This is an optimization exercise on Yosys and OpenROAD, whose aim is small area and a short achievable clock period, not a production implementation.
Only simulation tests tie the RTL to the original design; equivalence was not proved.
Power figures rest on the tool's default switching activity, not on a simulated workload.

==> pepper <==
## ahb_bus_matrix
module ahb_bus_matrix
(
  input HBUSREQx0,
  input HBUSREQx1,
  input HBUSREQx2,
  input HBUSREQx3,
  input HLOCKx0,
  input HLOCKx1,
  input HLOCKx2,
  input HLOCKx3,
  input [1:0] HTRANSx0,
  input [1:0] HTRANSx1,
  input [1:0] HTRANSx2,
  input [1:0] HTRANSx3,
  input [31:0] HADDRx0,
  input [31:0] HADDRx1,
  input [31:0] HADDRx2,
  input [31:0] HADDRx3,
  input HWRITEx0,
  input HWRITEx1,
  input HWRITEx2,
  input HWRITEx3,
  input [2:0] HSIZEx0,
  input [2:0] HSIZEx1,
  input [2:0] HSIZEx2,
  input [2:0] HSIZEx3,
  input [2:0] HBURSTx0,
  input [2:0] HBURSTx1,
  input [2:0] HBURSTx2,
  input [2:0] HBURSTx3,
  input [31:0] HWDATAx0,
  input [31:0] HWDATAx1,
  input [31:0] HWDATAx2,
  input [31:0] HWDATAx3,
  input HREADYx0,
  input HREADYx1,
  input HREADYx2,
  input HREADYx3,
  input HREADYx4,
  input HREADYx5,
  input HREADYx6,
  input [1:0] HRESPx0,
  input [1:0] HRESPx1,
  input [1:0] HRESPx2,
  input [1:0] HRESPx3,
  input [1:0] HRESPx4,
  input [1:0] HRESPx5,
  input [1:0] HRESPx6,
  input [31:0] HRDATAx0,
  input [31:0] HRDATAx1,
  input [31:0] HRDATAx2,
  input [31:0] HRDATAx3,
  input [31:0] HRDATAx4,
  input [31:0] HRDATAx5,
  input [31:0] HRDATAx6, 
  input [3:0] HSPLITx0,
  input [3:0] HSPLITx1,
  input [3:0] HSPLITx2,
  input [3:0] HSPLITx3,
  input [3:0] HSPLITx4,
  input [3:0] HSPLITx5,
  input [3:0] HSPLITx6,
  output HGRANTx0,
  output HGRANTx1,
  output HGRANTx2,
  output HGRANTx3,
  output HSELx0,
  output HSELx1,
  output HSELx2,
  output HSELx3,
  output HSELx4,
  output HSELx5,
  output HSELx6,
  input HRESETn,
  input HCLK,
  output [1:0] HTRANS,
  output [31:0] HADDR,
  output HWRITE,
  output [2:0] HSIZE,
  output [2:0] HBURST,
  output [31:0] HWDATA,
  output HREADY,
  output [1:0] HRESP,
  output [31:0] HRDATA,
  output [3:0] HMASTER,
  output HMASTLOCK
);
export LEC_CHECK = 0
export CAP_MARGIN = 20
export CORE_AREA = 4 4 156 156
export DIE_AREA = 0 0 160 160
export GPL_ROUTABILITY_DRIVEN = 0
export SETUP_SLACK_MARGIN = 1.4
export SLEW_MARGIN = 20
create_clock -name core_clock -period 4.0 [get_ports {HCLK}]
standard.sh (not shown) runs the stock make flow with config.mk's settings and CLKGATE_MAP_FILE= SYNTH_SCRIPT=/design/flow/synth_recipe.tcl, a recipe that flattens the netlist after the stock synthesis.
==> flow/flow/run.sh <==
#!/bin/bash
# Standard ORFS layout, with:
# - the port buffers made from the smallest buffer cell,
# - I/O pins on met3 (left/right) and met2 or met4 (top/bottom), placed by
#   flow/io_pins.tcl with the pins of each multiplexed output bit together,
set -euo pipefail
export BUFFER_PORTS_ARGS="-buffer_cell sky130_fd_sc_hd__buf_1"
export IO_PLACER_H="met3"
export IO_PLACER_V="met2 met4"
export PRE_IO_PLACEMENT_TCL="$PWD/flow/io_pins.tcl"
bash standard.sh > flow_make.log 2>&1
==> flow/flow/io_pins.tcl <==
# I/O pin placement, sourced before ORFS's place_pins (PRE_IO_PLACEMENT_TCL).
# Each multiplexed output bit's pins (flow/pin_groups.txt) form a group that is
# placed on consecutive slots next to the cells it connects to; other pins are
# placed singly the same way. Slots are every other routing track: met3 on the
# left and right edges, met2 and met4 on the top and bottom edges. Pins placed
# here are fixed, so ORFS's place_pins call afterwards has nothing left to do.
set block [ord::get_db_block]
set tech [ord::get_db_tech]
set dbu [$tech getDbUnitsPerMicron]
set die [$block getDieArea]
set W [$die xMax]
set H [$die yMax]
set corner [expr {int(3.0 * $dbu)}]

proc io_tracks {block layer_name axis} {
  set layer [[ord::get_db_tech] findLayer $layer_name]
  set tg [$block findTrackGrid $layer]
  if {$axis eq "x"} { return [$tg getGridX] }
  return [$tg getGridY]
}

# Slots: {t layer x y}, t the position along the perimeter, counter-clockwise
# from the lower left corner.
set slots {}
foreach lname {met2 met4} {
  set i 0
  foreach x [io_tracks $block $lname x] {
    if {$i % 2 == 0 && $x > $corner && $x < $W - $corner} {
      lappend slots [list $x $lname $x 0]
      lappend slots [list [expr {$W + $H + ($W - $x)}] $lname $x $H]
    }
    incr i
  }
}
set i 0
foreach y [io_tracks $block met3 y] {
  if {$i % 2 == 0 && $y > $corner && $y < $H - $corner} {
    lappend slots [list [expr {$W + $y}] met3 $W $y]
    lappend slots [list [expr {2 * $W + $H + ($H - $y)}] met3 0 $y]
  }
  incr i
}
set slots [lsort -real -index 0 $slots]
set nslots [llength $slots]

# Where each pin would like to be: the mean location of the cells on its net.
proc io_target {bterm} {
  set net [$bterm getNet]
  set sx 0.0
  set sy 0.0
  set n 0
  if {$net ne "NULL"} {
    foreach it [$net getITerms] {
      set inst [$it getInst]
      set loc [$inst getLocation]
      set sx [expr {$sx + [lindex $loc 0]}]
      set sy [expr {$sy + [lindex $loc 1]}]
      incr n
    }
  }
  if {$n == 0} { return {} }
  return [list [expr {$sx / $n}] [expr {$sy / $n}]]
}

proc io_perimeter_t {x y W H} {
  set dl $x
  set dr [expr {$W - $x}]
  set db $y
  set dt [expr {$H - $y}]
  set m [tcl::mathfunc::min $dl $dr $db $dt]
  if {$m == $db} { return $x }
  if {$m == $dr} { return [expr {$W + $y}] }
  if {$m == $dt} { return [expr {$W + $H + ($W - $x)}] }
  return [expr {2 * $W + $H + ($H - $y)}]
}

# Items: lists of pin names placed together.
set grouped [dict create]
set items {}
set spec [string trim [read [open [file join [file dirname [info script]] pin_groups.txt]]]]
foreach {flag names} $spec {
  lappend items $names
  foreach n $names { dict set grouped $n 1 }
}
foreach bterm [$block getBTerms] {
  set n [$bterm getName]
  if {[$bterm getSigType] in {POWER GROUND}} { continue }
  if {![dict exists $grouped $n]} { lappend items [list $n] }
}

set keyed {}
foreach item $items {
  set sx 0.0
  set sy 0.0
  set k 0
  foreach n $item {
    set tg [io_target [$block findBTerm $n]]
    if {$tg ne {}} {
      set sx [expr {$sx + [lindex $tg 0]}]
      set sy [expr {$sy + [lindex $tg 1]}]
      incr k
    }
  }
  if {$k == 0} {
    set t [expr {$W / 2.0}]
  } else {
    set t [io_perimeter_t [expr {$sx / $k}] [expr {$sy / $k}] $W $H]
  }
  lappend keyed [list $t $item]
}
set keyed [lsort -real -index 0 $keyed]

# Nearest slot index for a perimeter position.
proc io_nearest {slots t} {
  set lo 0
  set hi [expr {[llength $slots] - 1}]
  while {$lo < $hi} {
    set mid [expr {($lo + $hi) / 2}]
    if {[lindex $slots $mid 0] < $t} { set lo [expr {$mid + 1}] } else { set hi $mid }
  }
  return $lo
}

# Pack the items onto consecutive slots in perimeter order: forward, then
# backward so that nothing runs past the last slot.
set starts {}
set end 0
foreach e $keyed {
  set n [llength [lindex $e 1]]
  set s [tcl::mathfunc::max $end [expr {[io_nearest $slots [lindex $e 0]] - $n / 2}]]
  lappend starts $s
  set end [expr {$s + $n}]
}
set limit $nslots
for {set i [expr {[llength $keyed] - 1}]} {$i >= 0} {incr i -1} {
  set n [llength [lindex $keyed $i 1]]
  set s [tcl::mathfunc::min [lindex $starts $i] [expr {$limit - $n}]]
  lset starts $i $s
  set limit $s
}
if {[lindex $starts 0] < 0} { error "io_pins.tcl: not enough pin slots ($nslots)" }

set i 0
foreach e $keyed {
  set s [lindex $starts $i]
  foreach n [lindex $e 1] {
    lassign [lindex $slots $s] t lname x y
    place_pin -pin_name $n -layer $lname \
      -location [list [expr {double($x) / $dbu}] [expr {double($y) / $dbu}]] \
      -force_to_die_boundary
    incr s
  }
  incr i
}
puts "io_pins.tcl: placed [llength $keyed] pin groups and pins on $nslots slots"
Other scripts of this flow, unchanged in this note and not shown: flow/flow/pin_groups.txt
==> umber (differences from pepper) <==
--- a/flow/flow/io_pins.tcl
+++ b/flow/flow/io_pins.tcl
@@ -86,3 +86,2 @@
   set n [$bterm getName]
-  if {[$bterm getSigType] in {POWER GROUND}} { continue }
   if {![dict exists $grouped $n]} { lappend items [list $n] }
Settings changed: GPL_ROUTABILITY_DRIVEN 0 to not set.
==> delta (differences from pepper) <==
==> flow/flow/run.sh (replaced) <==
#!/bin/bash
# Standard ORFS layout, with:
# - the combinational logic remapped for area after floorplanning,
# - the port buffers made from the smallest buffer cell,
# - I/O pins on met3 (left/right) and met2 or met4 (top/bottom),
# - the pins of each multiplexed output bit kept together.
set -euo pipefail
export BUFFER_PORTS_ARGS="-buffer_cell sky130_fd_sc_hd__buf_1"
export IO_PLACER_H="met3"
export IO_PLACER_V="met2 met4"
export PLACE_PINS_ARGS="$(cat flow/pin_groups.txt)"
export POST_FLOORPLAN_TCL="$PWD/flow/restructure.tcl"
bash standard.sh > flow_make.log 2>&1
==> flow/flow/restructure.tcl (new file) <==
# Remap the combinational logic between the registers for area with ABC
# (OpenROAD's restructure); registers and ports are left as synthesis made them.
set rmp_dir $::env(OBJECTS_DIR)/rmp
file mkdir $rmp_dir
set lib_file [lindex $::env(LIB_FILES) 0]
restructure -target area -liberty_file $lib_file \
  -tielo_port [join $::env(TIELO_CELL_AND_PORT) /] \
  -tiehi_port [join $::env(TIEHI_CELL_AND_PORT) /] \
  -work_dir $rmp_dir -abc_logfile $rmp_dir/abc.log
report_design_area
Settings changed: GPL_ROUTABILITY_DRIVEN 0 to not set.
removed: flow/flow/io_pins.tcl
==> results.py <==
metrics = {
    "run_status": {
        "stop_stage": "I/O pin placement (3_2_place_iop)",
        "error_line": "[ERROR PPL-0086] Pin group of size 8 was not assigned.",
        "status": "did not finish",
    },
    "yosys": {
        "synth_seq_cells": 28,
        "synth_simple_gate_area_share_pct": 17.2,
        "postSynthAreaPerCell_sq_um": 9.00,
        "synthXorXnorAreaFrac_pct": 0.941,
        "synth_edf_count": 0,
        "ys.flop_type": "dfrtp_1",
    },
    "floorplan": {
        "die_w_um": 160,
    },
}
(the above is from delta)
==> results.py <==
metrics = {
    "yosys": {
        "synth_edf_count": 0,
        "synth_simple_gate_area_share_pct": 17.2,
        "synth_seq_cells": 28,
        "postSynthAreaPerCell_sq_um": 9.00,
        "ys.flop_type": "dfrtp_1",
    },
    "run_status": {
        "status": "did not finish",
        "stop_stage": "final report (6_report)",
        "error_line": "[ERROR PSM-0069] Check connectivity failed on VDD.",
    },
    "floorplan": {
        "die_w_um": 160,
        "start_util_pct": 20.5,
    },
    "clocking": {
        "cts_setup_buffers": 11,
    },
}
(the above is from umber)
==> results.py <==
metrics = {
    "yosys": {
        "synth_seq_cells": 28,
        "synth_edf_count": 0,
        "synth_simple_gate_area_share_pct": 17.2,
        "postSynthAreaPerCell_sq_um": 9.00,
        "synthXorXnorAreaFrac_pct": 0.941,
        "yosysUniqueCellTypes": 61,
        "ys.flop_type": "dfrtp_1",
    },
    "timing": {
        "post-route-min-period_ns": 2.55,
        "fin_skew_ns": 0.00553,
    },
    "power": {
        "comb_cell_power_mw": 4.07,
        "pwr-share-clk_pct": 6.1,
        "combPwrFrac_pct": 80.3,
    },
    "cells_and_area": {
        "n_fill_cell": 2441,
    },
    "run_status": {
        "status": "complete, no violations",
    },
    "drt": {
        "vias": 7989,
        "met2_length_mm": 13.9,
    },
    "place": {
        "dp_slack_ns": 1.10,
    },
    "clocking": {
        "clkLatencyLatePin_ns": 0.27,
    },
    "floorplan": {
        "die_w_um": 160,
    },
}
(the above is from pepper)

afterwards: timing with drivers on the ports:
No port has a modelled driver above. Below, the same layout with a new extraction and two added sets of constraints. Step 1 (the two cells are an assumption about what drives the block):
set clk [get_ports {HCLK}]
set_driving_cell -lib_cell sky130_fd_sc_hd__clkbuf_16 $clk
set_driving_cell -lib_cell sky130_fd_sc_hd__buf_2 [delete_from_list [all_inputs] $clk]
Step 2 times the ports against the registers' clock, not the clock port: input delays grow and output delays shrink by t, the midpoint of the rising clock arrivals with the driver on. a / b / c = ideal / step 1 / step 2; a / b = the first two.
run: pepper
t (ns): 0.305
setup WS [ns]: 1.454 / 1.418 / 1.400
worst register clock-pin slew, ns: 0.08 / 0.08
After both steps setup and hold are still met in pepper. The setup slack of pepper moves by -0.036 ns with the drivers and by -0.054 ns with both steps.
